Context: an optimization exercise on an open-source flow, tuned for small area, a short achievable clock period and few clock cycles per item. The choices shown serve that exercise and are no tape-out recipe. Only simulation tests tie the RTL to the original design; equivalence was not proved.

## flow/design.v

```verilog
module ALU(
    input [31:0] A,
    input [31:0] B,
    input [3:0]ALU_op,
    output reg flag,
    output reg [31:0] C
    );
    wire [31:0] shifter [2:0];
    Shifter shifter0(
            .A(A),
            .B(B),
            .caze(2'b00),
            .shifter(shifter[0])
           );
      Shifter shifter1(
            .A(A),
            .B(B),
            .caze(2'b01),
            .shifter(shifter[1])
           );
       Shifter shifter2(
            .A(A),
            .B(B),
            .caze(2'b10),
            .shifter(shifter[2])
           );
    always@(*)
    begin
        C = 32'h0;
        flag = 0;
        case(ALU_op)
            4'b0000:    
            begin
                C = A + B;
	flag = 0;
            end
            4'b0001:
            begin
                C = A - B;
	flag = 0;
            end  
            4'b0010:
            begin
                C = A ^ B;
	flag = 0;
            end 
            4'b0011:
            begin
                C = A | B;
	flag = 0;
            end 
            4'b0100:
            begin
                C = A & B;
	flag = 0;
            end
            4'b0101:               
            begin
                 C = A - B;
                if(C == 0)
                begin
                    flag = 1;
                end
                else
                begin
                    flag = 0;
                end
            end
            4'b0110:                
            begin
                 C = A - B;
                if(C != 0)
                begin
                    flag = 1;
                end
                else
                begin
                    flag = 0;
                end
            end
            4'b0111:               
            begin
                 C = A - B;
                if($signed(A) < $signed(B))
                begin
                    flag = 1;
                end
                else
                begin
                    flag = 0;
                end
            end
            4'b1000:             
            begin
                 C = A - B;
                if(!($signed(A) < $signed(B)))
                begin
                    flag = 1;
                end
                else
                begin
                    flag = 0;
                end
            end
             4'b1001:
            begin
                C = shifter[0];
	flag = 0;
            end
            4'b1010:
            begin
                C = shifter[1];
	flag = 0;
            end
            4'b1011:
            begin
                C = shifter[2];
	flag = 0;
            end
            4'b1100:            
            begin
                C = B;
	flag = 0;
            end
        endcase
    end
endmodule
module Mux_ALU_B(
        input [31:0] imm,
        input [31:0] rD2,
        input ALU_B_sel,
        output [31:0] B
    );
    assign B = ALU_B_sel ? rD2 : imm;
endmodule
module cpu(
        input clk,
        input reset,
        input [31:0] IF_inst,
        input [31:0] MEM_WriteData,
        output WB_RegWrite,
        output [31:0] IF_pc,
	output [31:0] WB_pc,
        output [31:0] MEM_C,
        output [31:0] MEM_rD2,
        output MEM_wr_i,
        output WB_bubble,
        output [31:0] WB_WriteData,
output [31:0] WB_inst
    );
    wire case_A1;
    wire case_B1;
    wire case_C1;
	wire case_A2;
    wire case_B2;
    wire case_C2;
    wire [1:0] ID_pc_sel;
    wire [3:0] ID_ALU_op;
    wire ID_ALU_B_sel;
    wire [2:0] Imm_sel;
    wire ID_wr_i;
    wire jump;
    wire stop; 
    wire EX_branch;
    wire IF_bubble;
    wire [31:0] IF_pc4;  
    wire [31:0] ID_pc;
    wire [31:0] ID_pc4;
    wire [31:0] ID_inst;
    wire [31:0] ID_imm;
    wire [31:0] ID_A;
    wire [31:0] ID_B;
    wire [31:0] ID_rD2;
    wire [31:0] ID_pc_imm;
	wire ID_bubble;
	wire ID_bubble1;
    wire ID_bubble2;
	wire [1:0] ID_wD_sel;
	wire ID_RegWrite;
	wire ID_re1;
    	wire ID_re2;
   wire [31:0] EX_pc;
    wire [31:0] EX_pc4;
    wire [31:0] EX_pc_imm;
    wire [31:0] EX_npc;
    wire [31:0] EX_A;
    wire [31:0] EX_B;
    wire [31:0] EX_C;
    wire [1:0] EX_pc_sel;
    wire [3:0] EX_ALU_op;
    wire  EX_wr_i;
    wire [31:0] EX_rD2;
    wire [31:0] EX_inst;
    wire EX_bubble;
wire [1:0] EX_wD_sel;
wire EX_RegWrite;
wire [31:0] EX_imm;
	wire EX_re1;
    	wire EX_re2;
	wire EX_ALU__B_sel;
    wire [31:0] MEM_WriteData2;
	wire [31:0] MEM_pc;
    wire [31:0] MEM_inst;
    wire MEM_bubble;
wire [1:0] MEM_wD_sel;
wire [31:0] MEM_pc4;
wire MEM_RegWrite;
wire [31:0] MEM_imm;
wire MEM_re1;
    	wire MEM_re2;
wire [1:0] WB_wD_sel;
wire [31:0] WB_pc4;
wire [31:0] WB_C;
wire WB_re1;
    	wire WB_re2;
	wire cnt;
	assign cnt =(jump==1)?0:0;
    pc pc_1(
    .clk(clk),
    .reset(reset),
    .new_pc(EX_npc),
	.stop(stop),
    .pc(IF_pc)
    );
    pc_add pc_add_1(
    .pc(IF_pc),
    .pc4(IF_pc4)
    );
     IF_ID U_IF_ID(
        .clk(clk),
        .reset(reset),
        .jump(jump),
        .stop(stop),
        .pc_i(IF_pc),
        .pc4_i(IF_pc4),
        .inst_i(IF_inst), 
        .pc_o(ID_pc),
        .pc4_o(ID_pc4),
        .inst_o(ID_inst),
        .bubble(ID_bubble1)
    );
    RF RF_1(
    .clk(clk),
    .RegWrite(WB_RegWrite),
	.inst2(ID_inst),
    .inst5(WB_inst),
    .WriteData(WB_WriteData),
    .rD1(ID_A),
    .rD2(ID_rD2)
    );
     IMM IMM_1(
    .inst(ID_inst),
    .Imm_sel(Imm_sel),
    .imm(ID_imm)
    );
    npc npc_01(
    .pc(ID_pc),
    .imm(ID_imm),
    .new_pc(ID_pc_imm)
    );
    Mux_ALU_B Mux_ALU_B_1(
    .imm(EX_imm),
    .rD2(EX_rD2),
    .ALU_B_sel(EX_ALU_B_sel),
    .B(EX_B)
    );
    ID_EX U_ID_EX(
        .clk(clk),
        .reset(reset),
        .jump(jump),
        .stop(stop),
        .case_A1(case_A1),
        .case_B1(case_B1),
        .case_C1(case_C1),
        .case_A2(case_A2),
        .case_B2(case_B2),
        .case_C2(case_C2),
        .EX_to_ID(EX_C),
        .MEM_to_ID(MEM_WriteData2),
        .WB_to_ID(WB_WriteData),
        .wr_i_i(ID_wr_i),
        .pc_sel_i(ID_pc_sel),
        .ALU_op_i(ID_ALU_op),
        .A_i(ID_A),
        .rD2_i(ID_rD2),
        .inst_i(ID_inst),
        .pc_imm_i(ID_pc_imm),
        .bubble_i(ID_bubble),
	.wD_sel_i(ID_wD_sel),
	.pc4_i(ID_pc4),
	.pc_i(ID_pc),
	.RegWrite_i(ID_RegWrite),
	.imm_i(ID_imm),
	.re1_i(ID_re1),
	.re2_i(ID_re2),
	.ALU_B_sel_i(ID_ALU_B_sel),
        .wr_i_o(EX_wr_i),
        .pc_sel_o(EX_pc_sel),
        .ALU_op_o(EX_ALU_op),
        .A_o(EX_A),
        .rD2_o(EX_rD2),
        .inst_o(EX_inst),
        .pc_imm_o(EX_pc_imm),
        .bubble_o(EX_bubble),
	.wD_sel_o(EX_wD_sel),
	.pc4_o(EX_pc4),
	.pc_o(EX_pc),
	.RegWrite_o(EX_RegWrite),
	.imm_o(EX_imm),
	.re1_o(EX_re1),
	.re2_o(EX_re2),
	.ALU_B_sel_o(EX_ALU_B_sel)
    );
    ALU ALU_1(
    .A(EX_A),
    .B(EX_B),
    .ALU_op(EX_ALU_op),
    .flag(EX_branch),
    .C(EX_C)
    );
     Mux_pc Mux_pc_1(
    .pc_add_i(IF_pc4),
    .npc_i(EX_pc_imm),
    .ALU_i(EX_C),
    .branch(EX_branch),
    .pc_sel(EX_pc_sel),
    .pc(EX_npc)
    );
    EX_MEM U_EX_MEM(
    .clk(clk),
    .reset(reset),
    .C_i(EX_C),
    .rD2_i(EX_rD2),
    .wr_i_i(EX_wr_i),
    .inst_i(EX_inst),
    .bubble_i(EX_bubble),
	.wD_sel_i(EX_wD_sel),
	.pc_i(EX_pc),
	.pc4_i(EX_pc4),
	.RegWrite_i(EX_RegWrite),
	.imm_i(EX_imm),
	.re1_i(EX_re1),
	.re2_i(EX_re2),
    .C_o(MEM_C),
    .rD2_o(MEM_rD2),
    .wr_i_o(MEM_wr_i),
    .inst_o(MEM_inst),
    .bubble_o(MEM_bubble),
	.wD_sel_o(MEM_wD_sel),
	.pc_o(MEM_pc),
	.pc4_o(MEM_pc4),
	.RegWrite_o(MEM_RegWrite),
	.imm_o(MEM_imm),
	.re1_o(MEM_re1),
	.re2_o(MEM_re2)
    );
    MEM_WB U_MEM_WB(
    .clk(clk),
    .reset(reset),
    .WriteData_i(MEM_WriteData2),
    .inst_i(MEM_inst),
    .bubble_i(MEM_bubble),
	.wD_sel_i(MEM_wD_sel),
	.pc_i(MEM_pc),
	.pc4_i(MEM_pc4),
	.C_i(MEM_C),
	.RegWrite_i(MEM_RegWrite),
	.re1_i(MEM_re1),
	.re2_i(MEM_re2),
    .WriteData_o(WB_WriteData),
    .inst_o(WB_inst),
    .bubble_o(WB_bubble),
	.wD_sel_o(WB_wD_sel),
	.pc_o(WB_pc),
	.pc4_o(WB_pc4),
	.C_o(WB_C),
	.RegWrite_o(WB_RegWrite),
	.re1_o(WB_re1),
	.re2_o(WB_re2)
    );
    Mux_wD Mux_wD_1(
    .wD_sel(MEM_wD_sel),
    .pc4(MEM_pc4),
    .DRAM_i(MEM_WriteData),
    .C(MEM_C),
    .imm(MEM_imm),
    .WriteData(MEM_WriteData2)
    );
    control_unit control_unit_1(
	.jump(jump),
        .inst(ID_inst),
        .pc_sel(ID_pc_sel),
        .ALU_op(ID_ALU_op),
        .RegWrite(ID_RegWrite),
        .ALU_B_sel(ID_ALU_B_sel),
        .Imm_sel(Imm_sel),
        .wr_i(ID_wr_i),
        .wD_sel(ID_wD_sel),
        .re1(ID_re1),
        .re2(ID_re2)
    );
    data_hazard_test U_data_hazard_test(
        .reset(reset),
        .IF_inst(IF_inst),
        .ID_inst(ID_inst),
        .EX_inst(EX_inst),
        .MEM_inst(MEM_inst),
        .WB_inst(WB_inst),
        .RegWrite3(EX_RegWrite),
	.RegWrite4(MEM_RegWrite),
	.RegWrite5(WB_RegWrite),
        .re1(ID_re1),
        .re2(ID_re2),
        .case_A1(case_A1),
        .case_B1(case_B1),
        .case_C1(case_C1),
	.case_A2(case_A2),
        .case_B2(case_B2),
        .case_C2(case_C2)
    );
    jump_test U_jump_test(
	.inst(EX_inst),
        .branch(EX_branch),
        .pc_sel(EX_pc_sel),
	.bubble(EX_bubble),
	.bubble2(ID_bubble2),
        .jump(jump)
    );
    stop_test U_stop_test(
        .inst1(ID_inst),
        .inst2(EX_inst),
	.inst3(MEM_inst),
        .stop(stop)
    );
    Mux_ID_bubble U_Mux_ID_bubble(
    .jump(jump),
    .bubble1(ID_bubble1),
    .bubble2(ID_bubble2),
    .bubble(ID_bubble)
   );
endmodule
module control_unit(
	input jump,
        input [31:0] inst,
        output reg [1:0] pc_sel,
        output reg ALU_B_sel,
        output reg wr_i,
        output reg RegWrite,
        output reg [3:0] ALU_op,
        output reg [2:0] Imm_sel,
        output reg [1:0]wD_sel,
        output reg re1,
        output reg re2
      );
      wire [6:0] opcode;
      wire [6:0] funct7;
      wire [2:0] funct3;
      assign opcode = inst[6:0];
      assign funct7 = inst[31:25];
      assign funct3 = inst[14:12]; 
      always@(*)
      begin
	pc_sel = 0;
        ALU_B_sel = 0;
        wr_i = 0;
        RegWrite = 0;
        ALU_op = 0;
        Imm_sel = 0;
        wD_sel = 0;
        re1 = 0;
        re2 = 0;
	if(jump == 0)
	begin
        case(opcode)
            7'b0110011:
                begin
                    if(funct7 == 7'b0000000)
                    begin
                        if(funct3 == 3'b000)
                        begin 
                            pc_sel = 2'b00;
                            ALU_B_sel = 1;
                            wr_i = 0;
                            RegWrite = 1;
                            ALU_op = 'b0000;
                            Imm_sel = 3'b000;
                            wD_sel = 2'b01;
                            re1 = 1;
                            re2 = 1;
                        end
                        else if(funct3 == 3'b111)
                        begin 
                            pc_sel = 2'b00;
                            ALU_B_sel = 1;
                            wr_i = 0;
                            RegWrite = 1;
                            ALU_op = 'b0100;
                            Imm_sel = 3'b000;
                            wD_sel = 2'b01;
                            re1 = 1;
                            re2 = 1;
                        end
                        else if(funct3 == 3'b110)
                        begin 
                            pc_sel = 2'b00;
                            ALU_B_sel = 1;
                            wr_i = 0;
                            RegWrite = 1;
                            ALU_op = 'b0011;
                            Imm_sel = 3'b000;
                            wD_sel = 2'b01;
                            re1 = 1;
                            re2 = 1;
                        end
                        else if(funct3 == 3'b100)
                        begin 
                            pc_sel = 2'b00;
                            ALU_B_sel = 1;
                            wr_i = 0;
                            RegWrite = 1;
                            ALU_op = 'b0010;
                            Imm_sel = 3'b000;
                            wD_sel = 2'b01;
                            re1 = 1;
                            re2 = 1;
                        end
                        else if(funct3 == 3'b001)
                        begin 
                            pc_sel = 2'b00;
                            ALU_B_sel = 1;
                            wr_i = 0;
                            RegWrite = 1;
                            ALU_op = 'b1001;
                            Imm_sel = 3'b000;
                            wD_sel = 2'b01;
                            re1 = 1;
                            re2 = 1;
                        end
                        else if(funct3 == 3'b101)
                        begin 
                            pc_sel = 2'b00;
                            ALU_B_sel = 1;
                            wr_i = 0;
                            RegWrite = 1;
                            ALU_op = 'b1010;
                            Imm_sel = 3'b000;
                            wD_sel = 2'b01;
                            re1 = 1;
                            re2 = 1;
                        end
                    end
                    else if(funct7 == 7'b0100000)
                    begin
                        if(funct3 == 3'b000)
                        begin 
                            pc_sel = 2'b00;
                            ALU_B_sel = 1;
                            wr_i = 0;
                            RegWrite = 1;
                            ALU_op = 'b0001;
                            Imm_sel = 3'b000;
                            wD_sel = 2'b01;
                            re1 = 1;
                            re2 = 1;
                         end
                         else if(funct3 == 3'b101)
                         begin 
                            pc_sel = 2'b00;
                            ALU_B_sel = 1;
                            wr_i = 0;
                            RegWrite = 1;
                            ALU_op = 'b1011;
                            Imm_sel = 3'b000;
                            wD_sel = 2'b01;
                            re1 = 1;
                            re2 = 1;
                         end
                    end
                end
            7'b0010011:
                if(funct3 == 3'b000)
                begin 
                    pc_sel = 2'b00;
                    ALU_B_sel = 0;
                    wr_i = 0;
                    RegWrite = 1;
                    ALU_op = 'b0000;
                    Imm_sel = 3'b000;
                    wD_sel = 2'b01;
                    re1 = 1;
                    re2 = 0;
                end
                else if(funct3 == 3'b111)
                begin 
                    pc_sel = 2'b00;
                    ALU_B_sel = 0;
                    wr_i = 0;
                    RegWrite = 1;
                    ALU_op = 'b0100;
                    Imm_sel = 3'b000;
                    wD_sel = 2'b01;
                    re1 = 1;
                    re2 = 0;
                end
                else if(funct3 == 3'b110)
                begin 
                    pc_sel = 2'b00;
                    ALU_B_sel = 0;
                    wr_i = 0;
                    RegWrite = 1;
                    ALU_op = 'b0011;
                    Imm_sel = 3'b000;
                    wD_sel = 2'b01;
                    re1 = 1;
                    re2 = 0;
                end
                else if(funct3 == 3'b100)
                begin 
                    pc_sel = 2'b00;
                    ALU_B_sel = 0;
                    wr_i = 0;
                    RegWrite = 1;
                    ALU_op = 'b0010;
                    Imm_sel = 3'b000;
                    wD_sel = 2'b01;
                    re1 = 1;
                    re2 = 0;
                end
                else if(funct3 == 3'b001)
                begin 
                    pc_sel = 2'b00;
                    ALU_B_sel = 0;
                    wr_i = 0;
                    RegWrite = 1;
                    ALU_op = 'b1001;
                    Imm_sel = 3'b000;
                    wD_sel = 2'b01;
                    re1 = 1;
                    re2 = 0;
                end
                else if(funct3 == 3'b101)
                begin
                   if(funct7 == 7'b0000000)
                   begin 
                        pc_sel = 2'b00;
                        ALU_B_sel = 0;
                        wr_i = 0;
                        RegWrite = 1;
                        ALU_op = 'b1010;
                        Imm_sel = 3'b000;
                        wD_sel = 2'b01;
                        re1 = 1;
                        re2 = 0;
                   end
                   else if(funct7 == 7'b0100000)
                   begin 
                        pc_sel = 2'b00;
                        ALU_B_sel = 0;
                        wr_i = 0;
                        RegWrite = 1;
                        ALU_op = 'b1011;
                        Imm_sel = 3'b000;
                        wD_sel = 2'b01;
                        re1 = 1;
                        re2 = 0;
                   end
                end
            7'b0000011: 
            begin
                pc_sel = 2'b00;
                ALU_B_sel = 0;
                wr_i = 0;
                RegWrite = 1;
                ALU_op = 'b0000;
                Imm_sel = 3'b000;
                wD_sel = 2'b10;
                re1 = 1;
                re2 = 0;
            end
            7'b1100111:
            begin 
                pc_sel = 2'b11;
                ALU_B_sel = 0;
                wr_i = 0;
                RegWrite = 1;
                ALU_op = 'b0000;
                Imm_sel = 3'b000;
                wD_sel = 2'b00;
                re1 = 1;
                re2 = 0;
            end
            7'b0100011:
            begin 
                pc_sel = 2'b00;
                ALU_B_sel = 0;
                wr_i = 1;
                RegWrite = 0;
                ALU_op = 'b0000;
                Imm_sel = 3'b001;
                wD_sel = 2'b00;
                re1 = 1;
                re2 = 1;
            end
            7'b1100011:
            begin
                if(funct3 == 3'b000)
                begin 
                    pc_sel = 2'b01;
                    ALU_B_sel = 1;
                    wr_i = 0;
                    RegWrite = 0;
                    ALU_op = 'b0101;
                    Imm_sel = 3'b010;
                    wD_sel = 2'b00;
                    re1 = 1;
                    re2 = 1;
                end
                else if(funct3 == 3'b001)
                begin 
                    pc_sel = 2'b01;
                    ALU_B_sel = 1;
                    wr_i = 0;
                    RegWrite = 0;
                    ALU_op = 'b0110;
                    Imm_sel = 3'b010;
                    wD_sel = 2'b00;
                    re1 = 1;
                    re2 = 1;
                end
                else if(funct3 == 3'b100)
                begin 
                    pc_sel = 2'b01;
                    ALU_B_sel = 1;
                    wr_i = 0;
                    RegWrite = 0;
                    ALU_op = 'b0111;
                    Imm_sel = 3'b010;
                    wD_sel = 2'b00;
                    re1 = 1;
                    re2 = 1;
                end
                else if(funct3 == 3'b101)
                begin 
                    pc_sel = 2'b01;
                    ALU_B_sel = 1;
                    wr_i = 0;
                    RegWrite = 0;
                    ALU_op = 'b1000;
                    Imm_sel = 3'b010;
                    wD_sel = 2'b00;
                    re1 = 1;
                    re2 = 1;
                end
            end
            7'b0110111:
            begin 
                pc_sel = 2'b00;
                ALU_B_sel = 0;
                wr_i = 0;
                RegWrite = 1;
                ALU_op = 'b1100;
                Imm_sel = 3'b100;
                wD_sel = 2'b11;
                re1 = 0;
                re2 = 0;
            end
            7'b1101111:
            begin 
                pc_sel = 2'b10;
                ALU_B_sel = 1;
                wr_i = 0;
                RegWrite = 1;
                ALU_op = 'b0000;
                Imm_sel = 3'b011;
                wD_sel = 2'b00;
                re1 = 0;
                re2 = 0;
            end
        endcase
	end
else
	begin
	pc_sel = 0;
                ALU_B_sel = 0;
                wr_i = 0;
                RegWrite = 0;
                ALU_op = 0;
                Imm_sel = 0;
                wD_sel = 0;
                re1 = 0;
                re2 = 0;
	end
      end    
endmodule
module data_hazard_test(
    input reset,
    input [31:0] IF_inst,
    input [31:0] ID_inst,
    input [31:0] EX_inst,
    input [31:0] MEM_inst,
    input [31:0] WB_inst,
    input RegWrite3,
	input RegWrite4,
	input RegWrite5,
    input re1,
    input re2,
    output reg   case_A1,
    output reg  case_B1,
    output reg case_C1,
output reg   case_A2,
    output reg  case_B2,
    output reg case_C2
    );
    reg [4:0] ID_RS1;
    reg [4:0] ID_RS2;
    reg [4:0] EX_RD;
    reg [4:0] MEM_RD;
    reg [4:0] WB_RD;
    reg [6:0] ID_opcode;
    always@(*)
    begin
        ID_RS1 = ID_inst[19:15];
        ID_RS2 = ID_inst[24:20];
        ID_opcode = ID_inst[6:0];
        EX_RD = EX_inst[11:7];
        MEM_RD = MEM_inst[11:7];
        WB_RD = WB_inst[11:7];
        if(reset != 1)
        begin
            case_A1 = 0;
            case_B1 = 0;
            case_C1 = 0;
            case_A2 = 0;
            case_B2 = 0;
            case_C2 = 0;
        end
        if((ID_RS1 == EX_RD ) && (RegWrite3 == 1)&&(re1 == 1) &&(ID_RS1 != 0))
        begin
            case_A1 = 1;
        end
	else 
	begin
		case_A1 = 0;
	end
        if((ID_RS2 == EX_RD) && (RegWrite3 == 1)&&(re2 == 1)  &&(ID_RS2 != 0))
        begin
            case_A2 = 1;
        end
        else
        begin
            case_A2 = 0;
        end
        if((ID_RS1 == MEM_RD) && (RegWrite4 == 1) &&(re1 == 1) &&(ID_RS1!= 0))
        begin
            case_B1 = 1;
        end
	else 
	begin
	case_B1 = 0;
	end
        if((ID_RS2== MEM_RD) && (RegWrite4 == 1)&&(re2 == 1)  &&(ID_RS2 != 0))
        begin
            case_B2 = 1;
        end
        else
        begin
            case_B2 = 0;
        end
        if((ID_RS1 == WB_RD) && (RegWrite5 == 1)&&(re1 == 1)  &&(ID_RS1 != 0))
        begin
            case_C1 = 1;
        end
	else 
	begin
                      case_C1 = 0;
	end
        if((ID_RS2 == WB_RD) && (RegWrite5 == 1) &&(re2 == 1) &&(ID_RS2 != 0))
        begin
            case_C2 = 1;
        end
        else
        begin
            case_C2 = 0;
        end
    end
endmodule
module EX_MEM(
    input clk,
    input reset,
    input [31:0] C_i,
    input [31:0] rD2_i,
    input wr_i_i,
    input [31:0] inst_i,
    input bubble_i,
input [1:0] wD_sel_i,
input [31:0] pc_i,
input [31:0] pc4_i,
input RegWrite_i,
input [31:0] imm_i,
input re1_i,
	input re2_i,
    output reg [31:0] C_o,
    output reg [31:0] rD2_o,
    output reg wr_i_o,
    output reg [31:0] inst_o,
    output reg bubble_o,
output reg [1:0] wD_sel_o,
output reg [31:0] pc_o,
output reg [31:0] pc4_o,
output reg RegWrite_o,
output reg [31:0] imm_o,
output reg re1_o,
	output reg re2_o
    );
    always @ (posedge clk or negedge reset)
    begin
        if(~reset) 
        begin
            C_o <= 32'h0;
            rD2_o <= 32'h0;
            wr_i_o <= 'h0;  
            inst_o <= 32'h0;
            bubble_o <= 1;
wD_sel_o <= 2'h0;
pc_o <= 32'h0;
pc4_o <= 32'h0;
RegWrite_o <= 0;
imm_o <= 32'h0;
re1_o <= 0;
	re2_o <= 0;
        end
        else
        begin    
           C_o <= C_i;
           rD2_o <= rD2_i;
           wr_i_o <= wr_i_i;
           inst_o <= inst_i;
wD_sel_o <= wD_sel_i;
pc_o <= pc_i;
pc4_o <= pc4_i;
imm_o <= imm_i;
RegWrite_o <= RegWrite_i;
re1_o <= re1_i;
re2_o <= re2_i;
           if(bubble_i == 1)
            begin
                bubble_o <= 1;
            end
            else
            begin
                bubble_o <= 0;
            end
        end
    end    
endmodule
module ID_EX(
    input clk,
    input reset,
    input wr_i_i,
    input jump,
    input stop,
    input  case_A1,
    input  case_B1,
    input  case_C1,
	 input  case_A2,
    input  case_B2,
    input  case_C2,
    input [31:0] EX_to_ID,
    input [31:0] MEM_to_ID,
    input [31:0] WB_to_ID,
    input [1:0] pc_sel_i,
    input [3:0] ALU_op_i,
    input [31:0] A_i,
    input [31:0] rD2_i,
    input [31:0] inst_i,
    input [31:0] pc_imm_i,
    input bubble_i,
	input [31:0] pc4_i,
	input [1:0] wD_sel_i,
	input [31:0] pc_i,
	input RegWrite_i,
	input [31:0] imm_i,
	input re1_i,
	input re2_i,
	input ALU_B_sel_i,
    output reg wr_i_o,
    output reg [1:0] pc_sel_o,
    output reg [3:0] ALU_op_o,
    output reg [31:0] A_o,
    output reg [31:0] rD2_o,
    output reg [31:0] inst_o,
    output reg [31:0] pc_imm_o,
    output reg bubble_o,
	output reg [31:0] pc4_o,
	output reg [1:0] wD_sel_o,
	output reg [31:0] pc_o,
	output reg RegWrite_o,
	output reg [31:0] imm_o,
	output reg re1_o,
	output reg re2_o,
	output reg ALU_B_sel_o
    );
    always @ (posedge clk or negedge reset)
    begin
        if(~reset) 
        begin
            wr_i_o <= 'h0;
            pc_sel_o <= 2'h0;
            ALU_op_o <= 3'h0;
            A_o <= 32'h0;
            rD2_o <= 32'h0;
            inst_o <= 32'h0;
            pc_imm_o <= 32'h0;
            bubble_o <= 1;
	pc4_o <= 32'h0;
	wD_sel_o <= 2'h0;
	pc_o <= 32'h0;
	RegWrite_o <= 0;
	imm_o <= 32'h0;
	re1_o <= 0;
	re2_o <= 0;
	ALU_B_sel_o <= 0;
        end
        else if( stop == 1)
        begin
            wr_i_o <= 'h0;
            pc_sel_o <= 2'h0;
            ALU_op_o <= 3'h0;
            A_o <= 32'h0;
            rD2_o <= 32'h0;
            inst_o <= 32'h0;
            pc_imm_o <= 32'h0;
	wD_sel_o <= 2'h0;
	pc4_o <= 32'h0;
	pc_o <= 32'h0;
	RegWrite_o <= 0;
	imm_o <= 32'h0;
	re1_o <= 0;
	re2_o <= 0;
           	ALU_B_sel_o <= 0;
	bubble_o <= 1;
        end
       else if(jump == 1)
	begin
	wr_i_o <= 'h0;
            pc_sel_o <= 2'h0;
            ALU_op_o <= 3'h0;
            A_o <= 32'h0;
            rD2_o <= 32'h0;
            inst_o <= 32'h0;
            pc_imm_o <= 32'h0;
	wD_sel_o <= 2'h0;
	pc4_o <= 32'h0;
	pc_o <= 32'h0;
	RegWrite_o <= 0;
	imm_o <= 32'h0;
	re1_o <= 0;
	re2_o <= 0;
	bubble_o <= 1;
	end
    else if(stop==0) 
        begin  
           if(bubble_i == 1)
            begin
                bubble_o <= 1;
            end
            else
            begin
                bubble_o <= 0;
            end
           wr_i_o <= wr_i_i;
           pc_sel_o <= pc_sel_i;
           ALU_op_o <= ALU_op_i;
           inst_o <= inst_i;
           pc_imm_o <= pc_imm_i;
	pc4_o <= pc4_i;
	wD_sel_o <= wD_sel_i;
	pc_o <= pc_i;
	RegWrite_o <= RegWrite_i;
	imm_o <= imm_i;
	re1_o <= re1_i;
	re2_o <= re2_i;
	ALU_B_sel_o <= ALU_B_sel_i;
           if(case_A1 == 1)
           begin
                A_o <= EX_to_ID;
           end
           else if(case_B1 == 1)
           begin
                A_o <= MEM_to_ID;     
           end
           else if(case_C1 == 1 )
           begin
                A_o <= WB_to_ID;
           end
    else
           begin
                A_o <= A_i;
           end
           if(case_A2 == 1)
           begin
	rD2_o<= EX_to_ID; 
           end
           else if(case_B2 == 1)
           begin
	 rD2_o<= MEM_to_ID; 
           end
           else if(case_C2 == 1  )
           begin
	rD2_o<= WB_to_ID;
           end
           else
           begin
	rD2_o <= rD2_i;
           end 
        end
        else          
	 if(bubble_i == 1)
            begin
                bubble_o <= 1;
            end
            else
            begin
                bubble_o <= 0;
            end;
    end    
endmodule
module IF_ID(
    input clk,
    input reset,
    input jump,
    input stop,
    input [31:0] pc_i,
    input [31:0] pc4_i,
    input [31:0] inst_i,
    output reg [31:0] pc_o,
    output reg [31:0] pc4_o,
    output reg [31:0] inst_o,
    output reg bubble
    );
    always @ (posedge clk or negedge reset)
    begin
        if(~reset) 
        begin
            pc_o <= 32'h0;
            pc4_o <= 32'h0;
            inst_o <= 32'h0;
           bubble <= 1;
        end
        else if (stop == 1&&jump ==0)
        begin
            pc_o <= pc_o;
            pc4_o <= pc4_o;
            inst_o <= inst_o;
            bubble <= 0;
        end
        else if(stop == 0&&jump ==0)
        begin    
            pc_o <= pc_i;
            pc4_o <= pc4_i;
            inst_o <= inst_i;
            bubble <= 0;
        end
	else if(jump == 1)
	begin
	pc_o <= 0;
            pc4_o <= 0;
            inst_o <= 0;
            bubble <= 1;
	end
       else
	bubble <= 0;
end 
endmodule
module IMM(
    input [31:0] inst,
    input [2:0] Imm_sel,       
    output reg [31:0] imm
    );
    reg first;
always@(*)
begin
    imm = 32'h0;
    case(Imm_sel)
        3'b000:                      
        begin
            imm[11:0] = inst [31:20];
            if(inst[31] == 1)
            begin
                imm[31:12] = 20'hfffff;
            end
            else if(inst[31] == 0)
            begin
                imm[31:12] = 20'h00000;
            end
        end
        3'b001:                       
        begin
            imm[4:0] = inst[11:7];
            imm[11:5] = inst[31:25];
            if(inst[31] == 1)
            begin
                imm[31:12] = 20'hfffff;
            end
            else if(inst[31] == 0)
            begin
                imm[31:12] = 20'h00000;
            end
        end
        3'b010:                        
        begin
            imm[0] = 0;
            imm[4:1] = inst[11:8];
            imm[10:5] = inst[30:25];
            imm[11] = inst[7];
            if(inst[31] == 1)
            begin
                imm[31:12] = 20'hfffff;
            end
            else if(inst[31] == 0)
            begin
                imm[31:12] = 20'h00000;
            end
        end
        3'b011:                  
        begin
            imm[0] = 0;
            imm[19:12] = inst[19:12];
            imm[11] = inst[20];
            imm[10:1] = inst[30:21];
            imm[20] = inst[31];
            if(inst[31] == 1)
            begin
                imm[31:20] = 12'hfff;
            end
            else if(inst[31] == 0)
            begin
                imm[31:20] = 12'h000;
            end
        end
        3'b100:                 
        begin
            imm[31:12] = inst[31:12];
            imm[11:0] = 12'h000;
        end
   endcase 
end
endmodule
module MEM_WB(
    input clk,
    input reset,
    input [31:0] WriteData_i,
    input [31:0] inst_i,
    input bubble_i,
input [1:0] wD_sel_i,
input [31:0] pc_i,
input [31:0] pc4_i,
input [31:0] C_i,
input RegWrite_i,
input re1_i,
input re2_i,
    output reg [31:0] WriteData_o,
    output reg [31:0] inst_o,
    output reg bubble_o,
output reg [1:0] wD_sel_o,
output reg [31:0] pc_o,
output reg [31:0] pc4_o,
output reg [31:0] C_o,
output reg RegWrite_o,
output reg re1_o,
	output reg re2_o   
    );
    always @ (posedge clk or negedge reset)
    begin
        if(~reset) 
        begin
            WriteData_o <= 32'h0;
            inst_o <= 32'h0;
            bubble_o <= 1;
wD_sel_o <= 2'h0;
pc_o <= 32'h0;
pc4_o <= 32'h0;
C_o <= 32'h0;
RegWrite_o <= 0;
re1_o <= 0;
	re2_o <= 0;
        end
        else
        begin    
           WriteData_o <= WriteData_i;
           inst_o <= inst_i;
wD_sel_o <= wD_sel_i;
pc_o <= pc_i;
pc4_o <= pc4_i;
C_o<= C_i;
RegWrite_o <= RegWrite_i;
re1_o <= re1_i;
re2_o <= re2_i;
           if(bubble_i == 1)
            begin
                bubble_o <= 1;
            end
            else
            begin
                bubble_o <= 0;
            end
        end
    end    
endmodule
module npc(
        input [31:0] pc,
        input [31:0] imm,
        output reg [31:0] new_pc
    );
    always @(*)
    begin
        new_pc = pc + imm;
    end
endmodule
module pc(
    input clk,
    input reset,
    input [31:0] new_pc,
	input stop,
    output reg [31:0] pc 
    );
    always @(posedge clk or negedge reset)
    begin
        if(!reset)
        begin
           pc <= -4;
        end
	else if(stop == 1)
	begin
		pc <= pc;
	end
        else begin
            pc <= new_pc;
        end
    end
endmodule
module pc_add(
    input [31:0] pc,
    output [31:0] pc4
    );
    assign pc4 =pc + 4;
endmodule
module Mux_pc(
        input [31:0] pc_add_i,
        input [31:0] npc_i,
        input [31:0] ALU_i,
        input branch, 
        input [1:0] pc_sel,
        output reg [31:0] pc
    );
    always@ (*)
    begin
        case(pc_sel)     
            2'b00:        
                pc = pc_add_i;
            2'b01:        
                if(branch == 1)
                begin
                    pc = npc_i;
                end
                else begin
                pc = pc_add_i;
                end
            2'b10:        
                pc = npc_i;
            2'b11:        
                pc = ALU_i; 
        endcase
    end
endmodule
module RF(
    input clk,
    input RegWrite,
	input [31:0] inst2,
    input [31:0] inst5,
    input [31:0] WriteData,
    output  [31:0]  rD1,
    output  [31:0]  rD2
    );
    reg [4:0] rR1;
    reg [4:0] rR2;
    reg [4:0] Rw;
    reg [31:0] register[0:31];
    always@(*)
    begin
        rR1 = inst2 [19:15];
        rR2 = inst2 [24:20];
        Rw = inst5 [11:7];
    end
    assign rD1 = (rR1 == 0) ? 32'h0 : register[rR1];
    assign rD2 = (rR2 == 0) ? 32'h0 : register[rR2];
    always @(posedge clk)
    begin
        if(RegWrite && Rw != 0) 
        begin
            register[Rw] <= WriteData;
        end
    end
endmodule
module Shifter(
        input [31:0] A,
        input [31:0] B,
        input [1:0] caze,
        output [31:0] shifter
    );
    reg [31:0] temp;
    wire [4:0] b;
    assign b = B[4:0];
    assign shifter = temp;
    always@(*)
    begin
        temp = A;
        case(caze)
            2'b00: 
            begin
                temp = b[0] ? {A[30:0],1'b0} : A ;
                temp = b[1] ? {temp[29:0],2'b0} : temp;
                temp = b[2] ? {temp[27:0],4'b0} : temp;
                temp = b[3] ? {temp[23:0],8'b0} : temp;
                temp = b[4] ? {temp[15:0],16'b0} : temp; 
            end
            2'b01: 
            begin
                temp = b[0] ? {1'b0, A[31:1]} : A;
                temp = b[1] ? {2'b0, temp[31:2]} : temp;
                temp = b[2] ? {4'b0, temp[31:4]} : temp;
                temp = b[3] ? {8'b0, temp[31:8]} : temp;
                temp = b[4] ? {16'b0, temp[31:16]} : temp;
            end
            2'b10: 
            begin
                temp = b[0] ? {{A[31]}, A[31:1]} : A;
                temp = b[1] ? {{2{A[31]}}, temp[31:2]} : temp;
                temp = b[2] ? {{4{A[31]}}, temp[31:4]} : temp;
                temp = b[3] ? {{8{A[31]}}, temp[31:8]} : temp;
                temp = b[4] ? {{16{A[31]}}, temp[31:16]} : temp;
            end
        endcase
    end
endmodule
module stop_test(
    input [31:0] inst1, 
    input [31:0] inst2, 
 	input [31:0] inst3,	
    output reg stop
    );
    wire [6:0] EX_opcode;
    assign EX_opcode = inst2[6:0];
    always@(*)
    begin
        if(EX_opcode == 7'b0000011)
        begin
            if((inst1[24:20] == inst2[11:7])||(inst1[19:15] == inst2[11:7]))
            begin
                stop = 1;
            end
            else
            begin
                stop = 0;
            end
        end
        else
        begin
            stop = 0;
        end
    end
endmodule
module Mux_ID_bubble(
        input jump,
        input bubble1,
        input bubble2,
        output bubble
    );
    assign bubble=(jump == 0)?bubble1:bubble2;
endmodule
module jump_test(
	input [31:0] inst, 
    input branch, 
    input [1:0] pc_sel, 
input bubble,
	output reg bubble2,
    output reg jump 
    );
    reg pc_sel_2; 
    always@(*)
    begin
        if(pc_sel == 2'b00)
        begin
            jump = 0;
	bubble2 = 0;
        end  
        else if(pc_sel == 2'b01)
        begin
            if(branch == 1 && inst[6:0] == 7'b1100011)
            begin
               	bubble2 = 1;
                jump = 1;
            end
            else
            begin
	bubble2 = 0;
                jump = 0;
            end    
        end
        else 
	begin
	if(inst[6:0] == 7'b1100111 || inst[6:0] == 7'b1101111)
	 begin
	bubble2 = 1;
                jump = 1;
	end
	else 
	begin
	bubble2 = 0;
                jump = 0;
	end
	end
    end
endmodule
module riscv_top(
    input clk,
    input rst_n,
    output [15:0] imem_addr,
    input  [31:0] imem_rdata,
    output [15:0] dmem_addr,
    input  [31:0] dmem_rdata,
    output        dmem_we,
    output [31:0] dmem_wdata,
    output        debug_wb_have_inst,    
    output [31:0] debug_wb_pc,           
    output        debug_wb_ena,          
    output [4:0]  debug_wb_reg,          
    output [31:0] debug_wb_value         
    );
    wire RegWrite;
    wire [31:0] inst1;
wire [31:0] inst2;
    wire [31:0] pc1;
wire [31:0] pc2;
    wire [31:0] C;
    wire [31:0] rD2;
    wire wr_i;
    wire [31:0] WriteData;
    wire bubble;
wire [31:0] new_WriteData;
    cpu cpu_u (
    .clk(clk),
    .reset(rst_n),
    .IF_inst(inst1),
    .MEM_WriteData(WriteData),
    .WB_RegWrite(RegWrite),
    .IF_pc(pc1),
	.WB_pc(pc2),
    .MEM_C(C),
    .MEM_rD2(rD2),
    .MEM_wr_i(wr_i),
    .WB_bubble(bubble),
    .WB_WriteData(new_WriteData),
	.WB_inst(inst2)
    );
    assign debug_wb_have_inst = (bubble == 0)?1:0;
    assign debug_wb_pc = pc2;
    assign debug_wb_ena = RegWrite;
    assign debug_wb_reg = inst2[11:7];
    assign debug_wb_value = new_WriteData;
    assign imem_addr = pc1[17:2];
    assign inst1 = imem_rdata;
    assign dmem_addr = C[17:2];
    assign WriteData = dmem_rdata;
    assign dmem_we = wr_i;
    assign dmem_wdata = rD2;
endmodule
module Mux_wD(
    input [1:0]wD_sel,
    input [31:0] pc4,
    input [31:0] DRAM_i,
    input [31:0] imm,
    input [31:0] C,
    output reg [31:0] WriteData
    );
    always@ (*)
    begin
        if(wD_sel == 2'b00)               
        begin
            WriteData = pc4;
        end
        else if(wD_sel == 2'b01)
        begin
            WriteData = C;
        end
        else if(wD_sel == 2'b10)       
        begin
            WriteData = DRAM_i;
        end
        else                          
        begin
            WriteData = imm;
        end
    end
endmodule
```

## flow/run.sh

```bash
#!/bin/bash
# synth_recipe.tcl (not shown) runs the flow's synth.tcl, then flattens the netlist and writes it again
# the make line also repeats each setting of config.mk as NAME=value (left out here)
make -C /OpenROAD-flow-scripts/flow DESIGN_CONFIG=/design/flow/config.mk WORK_HOME=/design/flow/orfs CLKGATE_MAP_FILE= SYNTH_SCRIPT=/design/flow/synth_recipe.tcl finish
```

## flow/config.mk

```make
export PLATFORM = sky130hd
export DESIGN_NAME = riscv_top
export DESIGN_NICKNAME = riscv_top
export VERILOG_FILES = /design/flow/design.v
export SDC_FILE = /design/flow/constraint.sdc
export NUM_CORES = 4
export LEC_CHECK = 0
export CAP_MARGIN = 20
export CORE_MARGIN = 2
export CORE_UTILIZATION = 40
export SLEW_MARGIN = 20
```

## flow/constraint.sdc

```tcl
create_clock -name core_clock -period 10.5 [get_ports {clk}]
set_input_delay 2.1000 -clock core_clock [delete_from_list [all_inputs] [get_ports {clk}]]
set_output_delay 2.1000 -clock core_clock [all_outputs]
set_load 0.01 [all_outputs]
```

==> results.py <==
metrics = {
    "run_status": {
        "status": "finished clean",
    },
    "route": {
        "drtIter0Drc": 6696,
        "num_vias": 55200,
        "antenna_left": 0,
        "drc_errors": 0,
        "wire_per_inst_um": 33.3,
        "routed_via_density": 6.24,
        "wirelength_mm": 294,
        "first_pass_iters": 9,
    },
    "cts": {
        "cts_root_buf": "clkbuf_16",
        "clk_latency_ns": 0.86,
        "clock_path_buffers": 3,
        "clk_pin_slew_ns": 0.06,
        "cts_buffers": 169,
        "cts_setup_buffers": 0,
        "cts_hold_buf": 0,
        "cts_resized": 0,
        "cts.sinks": 1610,
        "cts_tree": "yes",
        "htree_levels": 4,
    },
    "finish": {
        "utilization_pct": 45.9,
        "final_common_cell": "edfxtp_1",
        "final_cell_mix": "1024 x edfxtp_1, 675 x mux4_2, 536 x dfrtp_1",
        "syn2layout_area_growth_pct": 14.1,
        "fin_area_sq_um": 92600,
        "fin_cells": 8840,
        "layout.nets": 6184,
        "regMostFlops": "cpu_u.RF_1.register",
        "drive_gt1_share_pct": 21.4,
        "largest_register_ffs": 1024,
    },
    "placement": {
        "dp_cells": 8495,
        "io_buffer_count": 201,
        "dp_hpwl_mm": 197,
        "placed_area_sq_um": 87000,
        "place.gp.congestion": 0.989,
        "pre_cts_ws_ns": 0.479,
    },
    "timing": {
        "max_freq_mhz": 99.5,
        "tns_ns": 0,
        "setup_violations": 0,
        "period_needed_ns": 10.05,
        "tightest_slew_ns": 1.31,
        "fin_ws_ns": 0.449,
        "rsz0062_at_grt": "no",
        "fin_crit_sh_pct": 95.7,
        "fin_skew_ns": 0.0739,
        "hold_ws_ns": 0.295,
        "hold_viol_final": 0,
        "finalMaxSlewViolations": 0,
        "slew_headroom_pct": 12.8,
    },
    "critical_path": {
        "required_ns": 11.25,
        "endpoint_kind": "flop",
        "cp_slowest_stage_delay_ns": 0.63,
        "slowest_stage": "or4_1",
        "cp.arrival_ns": 10.80,
        "start_kind": "flop",
        "cp_max_fo": 11,
        "path_class": "reg2reg",
    },
    "power_and_ir_drop": {
        "ir_drop_mv": 0.166,
        "switching_share_pct": 31.1,
        "p_switching_mw": 5.78,
        "p_total_mw": 18.6,
        "power.internal_mw": 12.8,
        "power.leakage_nw": 33.8,
        "powerDensity_nw_per_um2": 201,
        "p_clk_share_pct": 32.5,
        "comb_power_share_pct": 22.0,
        "seqPwrFrac_pct": 45.5,
    },
    "yosys": {
        "yosysWarnings": 17,
        "synth_top_family_by_area": "multiplexers",
        "synth-seq-area-share_pct": 56.0,
        "synth_cell_types": 99,
        "synthSimpleGateAreaFrac_pct": 7.43,
        "synthTopCellsByArea": "edfxtp_1 38%, mux4_2 19%, dfrtp_1 17%",
        "yosysTopAreaCell": "edfxtp_1",
        "synth_edf_count": 1024,
        "syn_inst": 5843,
        "synthFlopType": "edfxtp_1",
        "muxShareOfSynthArea_pct": 21.8,
        "synth_compound_area_share_pct": 8.44,
        "async_reset_ff_share_pct": 36.4,
        "ys_seq_elements": 1610,
        "yosys.area.top_type_share_pct": 37.9,
        "synth_xor_area_share_pct": 1.32,
        "synth_fa_ha_area_share_pct": 1.96,
        "synth_area_per_cell_sq_um": 13.9,
        "synth_area_sq_um": 81100,
    },
    "global_route": {
        "grt_pass1_vias": 54200,
        "grt_usage_pct": 28.4,
        "grt_max_degree": 170,
        "grt_pass1_wl_mm": 414,
        "antenna_found_initial": 18,
        "grt_overflow": 0,
    },
    "die": {
        "core_sq_um": 202000,
        "initial_core_util_pct": 40.2,
        "die_height_um": 454,
        "rows": 165,
        "die-area_sq_um": 206000,
        "die_x_um": 454,
        "io_pins": 202,
    },
    "job": {
        "max-cap-violations": 0,
    },
    "worst_hold_path": {
        "hp-class": "reg2reg",
    },
}
[synth_stat cells (21+ instances only)]
master	n
edfxtp_1	1024
mux4_2	675
dfrtp_1	552
nor2_1	499
nand2_1	447
clkbuf_1	336
o21ai_0	329
a21oi_1	306
mux2i_1	231
inv_1	119
ha_1	118
and3_1	110
buf_1	106
xnor2_1	70
a211oi_1	64
nor3_1	61
nand3_1	57
xor2_1	50
o22ai_1	44
nor2b_1	37
o31ai_1	37
buf_4	34
dfstp_2	34
o211ai_1	34
and2_1	31
a31oi_1	28
a21o_1	21
o221ai_1	21
[area by class of cell]
| type | count | area (sq um) |
|---|---|---|
| Fill cell | 17800 | 109000 |
| Sequential cell | 1610 | 45500 |
| Multi-Input combinational cell | 3655 | 33800 |
| Clock buffer | 222 | 4510 |
| Timing Repair Buffer | 432 | 3830 |
| Tap cell | 2672 | 3340 |
| Clock inverter | 93 | 1060 |
| Inverter | 129 | 485 |
| Antenna cell | 27 | 67.6 |
[layer usage]
metal  routed length (um)  vias to the layer above  track usage, %
met4                14900                        4            13.3
met5                   32                        -               0
met3                24200                      523            4.93
met1               119000                    29000            39.1
met2               137000                     2685            43.9
li1                     -                    22900               -
[critical path: cells and delay by family (launching register included)]
family	cells	cell delay (ns)
simple gates	11	3.10
mux	2	0.49
buf+inv	3	0.49
fa+ha+maj	4	1.69
flops	1	0.45
compound gates	17	3.74
[cell families (layout without fill, tap and decap cells)]
logic type | count (synthesis) | count (layout)
AOI/OAI and AO/OA | 1097 | 1097
xor gates and xnor gates | 121 | 121
adders and majority gates | 126 | 126
buffers and inverters | 609 | 876
DFF | 1610 | 1610
muxes | 925 | 925
other | 1 | 59
and+or+nand+nor | 1354 | 1354
[path summary, 6_finish.rpt]
path	from	to	slack, ns	cells after the start
min reg2reg	cpu_u.U_ID_EX.pc4_o[28]	cpu_u.U_EX_MEM.pc4_o[28]	0.29	0
max reg2reg	cpu_u.U_ID_EX.ALU_B_sel_o	cpu_u.U_ID_EX.pc_imm_o[28]	0.45	37
min in group asynchronous	rst_n	cpu_u.U_ID_EX.A_o[11]	1.28	1
max	cpu_u.U_ID_EX.ALU_B_sel_o	cpu_u.U_ID_EX.pc_imm_o[28]	0.45	37
max in group asynchronous	rst_n	cpu_u.U_MEM_WB.pc_o[28]	6.83	3
min	cpu_u.U_ID_EX.pc4_o[28]	cpu_u.U_EX_MEM.pc4_o[28]	0.29	0
[power by group through the flow]
| stage | Clock [mW] | Sequential (mW) | Combinational, mW |
|---|---|---|---|
| 2_1_floorplan | 0 | 8.49 | 2.08 |
| 3_3_place_gp | 0 | 8.55 | 4.01 |
| 3_5_place_dp | 0 | 8.57 | 4.02 |
| 4_1_cts | 6.14 | 8.45 | 4.04 |
| 5_1_grt | 6.39 | 8.50 | 4.36 |
| 6_report | 6.04 | 8.45 | 4.08 |
Testbench counts, summed over its fixed seeds: cycles 19,542, instrs 15,783.

[what the ideal ports hide]
In the flow no input, the clock included, has a driving cell. The finished layout below was timed again as built, in two steps.
Step 1: set_driving_cell puts a clkbuf_16 on clk and a buf_2 on each other input, an assumption about the parent block.
Step 2 moves the port delays by t, midway between the first and last clock arrival at a register: inputs arrive t later, outputs are due t later. That takes back most of the time a late clock gives input paths.
Slacks: no drivers / after step 1 / after step 2; pairs: no drivers / after step 1.
t, ns: 0.914
setup WS [ns]: 0.449 / 0.449 / 0.449
latest minus earliest clock arrival (ns): 0.074 / 0.075
cell pins on the clock port's net: 1
After both steps this run still meets setup and hold. The setup slack of this run moves by 0.000 ns with the drivers and by 0.000 ns with both steps.
